Context: an optimization exercise on an open-source flow, tuned for small area. The choices shown serve that exercise and are no tape-out recipe.
Only simulation tests tie the RTL to the original design; equivalence was not proved.
No activity file was given, so power comes from the tool's default toggle rates.

==> inputs of 06-26 <==
Design top_module, start of the top module:
module top_module (
    input clk,
    input rst,
    input en,
    input init,
    input [127:0] in_data,
    output [6:0] seven_seg,
    output [7:0] com
);
    reg [1:0] state;
    reg [2:0] cnt;
    reg       m, qv;
    reg [7:0] dr, q0;
    wire [1:0] state_n;
    wire [2:0] cnt_n;
    wire m_n, qv_n, write;
    wire [7:0] dot_r;
    dot8 u_dot (.x(in_data[63:0]), .w(in_data[127:64]), .r(dot_r));
    ctl u_ctl (.state(state), .cnt(cnt), .m(m), .qv(qv), .en(en), .init(init),
               .rst(rst), .dr(dr), .q0(q0), .state_n(state_n), .cnt_n(cnt_n),
               .m_n(m_n), .qv_n(qv_n), .write(write), .seg(seven_seg), .com(com));
    always @(posedge clk)
        state <= state_n;
    always @(posedge clk or posedge rst) begin
        if (rst) begin
            cnt <= 3'd0;
            m   <= 1'b0;
            qv  <= 1'b0;
        end else begin
            cnt <= cnt_n;
            m   <= m_n;
            qv  <= qv_n;
        end
    end
    always @(posedge clk) begin
        if (write) begin
            dr <= dot_r;
            q0 <= in_data[7:0];
        end
    end
endmodule
==> flow/config.mk <==
export PLATFORM = sky130hd
export DESIGN_NAME = top_module
export DESIGN_NICKNAME = top_module
export VERILOG_FILES = /design/flow/design.v
export SDC_FILE = /design/flow/constraint.sdc
export NUM_CORES = 4
export LEC_CHECK = 0
export CAP_MARGIN = 20
export CORE_MARGIN = 2
export CORE_UTILIZATION = 40
export SLEW_MARGIN = 20
export SYNTH_HIERARCHICAL = 1
export SYNTH_MINIMUM_KEEP_SIZE = 0
==> flow/constraint.sdc <==
create_clock -name core_clock -period 18.0 [get_ports {clk}]
set_input_delay 3.6000 -clock core_clock [delete_from_list [all_inputs] [get_ports {clk}]]
set_output_delay 3.6000 -clock core_clock [all_outputs]
set_load 0.01 [all_outputs]
standard.sh (not shown) runs the stock make flow with config.mk's settings and CLKGATE_MAP_FILE= SYNTH_SCRIPT=/design/flow/synth_recipe.tcl, a recipe that flattens the netlist after the stock synthesis.
==> flow/flow/run.sh <==
#!/bin/bash
# Standard layout, with the port buffers made of the smallest buffer cell.
set -e
cp standard.sh standard_sh.log
export BUFFER_PORTS_ARGS="-buffer_cell sky130_fd_sc_hd__buf_1"
bash standard.sh > standard.log 2>&1
==> 10-17 (differences from 06-26) <==
Settings changed: CORE_UTILIZATION 40 to 60, CTS_BUF_LIST from default to sky130_fd_sc_hd__clkbuf_8.
==> notes <==
In 06-26 the total power is lower than in 10-17, by about 1.9%.
In 10-17 the cell count is lower than in 06-26, by 7.2%.
In synthesized cell count, 10-17 and 06-26 do not differ.
Between 06-26 and 10-17, the lower global-route usage is in 06-26 (gap 12 points).
Against 10-17, the worst setup slack of 06-26 is higher by 0.20 ns.
Synthesized area is the same in 06-26 and 10-17.
Between 06-26 and 10-17, the lower clock skew is in 10-17 (gap 0.0012 ns).
Of 06-26 and 10-17, 06-26 has the higher clock power (gap about 40%, measured against 10-17).
10-17 ran to the end with no violations. 06-26 finished with timing, DRC and antenna clean.
Non-clock buffer count is the same in 10-17 and 06-26.
Between 06-26 and 10-17, the lower critical path depth is in 06-26 (gap 15).
==> figures <==
metric                                                                                            06-26                      10-17
Run status                                                                      complete, no violations    complete, no violations
Root buffer selected by CTS                                                  sky130_fd_sc_hd__clkbuf_16  sky130_fd_sc_hd__clkbuf_8
Total cell area at the placement stage                                                        7720 um^2                  7610 um^2
Met2 routing resource usage after global routing                                                  0.419                      0.612
Clock edge transition at the registers on the reported setup and hold paths                     0.06 ns                    0.08 ns
Source of the critical timing path                                                           in_data[1]                   state[1]
Actual transition at the worst max-transition pin                                              0.725 ns                   0.762 ns
Data required time at the worst endpoint                                                       18.00 ns                   14.40 ns
Clock skew                                                                                   0.00194 ns                0.000722 ns
Place WS                                                                                        9.28 ns                    9.29 ns
Share of the clock period used by the worst path after layout                                     0.467                      0.478
CP bufs+invs                                                                                          1                          7
Cell repeated most along the worst path                                           sky130_fd_sc_hd__fa_1     sky130_fd_sc_hd__inv_1
Destination of the critical timing path                                                           dr[7]               seven_seg[6]
First-pass GRT wire length                                                                     31700 um                   32600 um
Total Routing Usage GR                                                                            0.230                      0.346
Endpoint class of the critical path                                                                flop             primary output
R2r endpoint                                                                                      q0[7]                      q0[1]
Fraction of cell area in non-clock buffers                                                       0.0703                     0.0715
DP Wirelength                                                                                  17900 um                   18400 um
Period minus WS final                                                                           8.41 ns                    8.61 ns

## separate check: timing with driven ports
The results above use ideal ports. As a check the final layouts listed here were re-extracted and re-timed, cells and wires unchanged. Step 1: set_driving_cell puts a clkbuf_16 on clk and a buf_2 on each other input, an assumption about the parent block. Step 2 moves the port delays by t, midway between the first and last clock arrival at a register: inputs arrive t later, outputs are due t later. That takes back most of the time a late clock gives input paths. Slacks: ideal / step 1 / step 2; pairs: ideal / step 1.
| run | shift t [ns] | setup slack, ns | latest minus earliest clock arrival (ns) | worst register clock-pin slew, ns | pins driven straight from the clock port |
|---|---|---|---|---|---|
| 06-26 | 0.287 | 9.593 / 9.598 / 9.311 | 0.002 / 0.002 | 0.06 / 0.06 | 1 |
| 10-17 | 0.301 | 9.390 / 9.360 / 9.292 | 0.000 / 0.001 | 0.08 / 0.08 | 1 |
After both steps every run listed still meets setup and hold. The setup slack of 06-26, which loses most, moves by +0.005 ns with the drivers and by -0.282 ns with both steps.
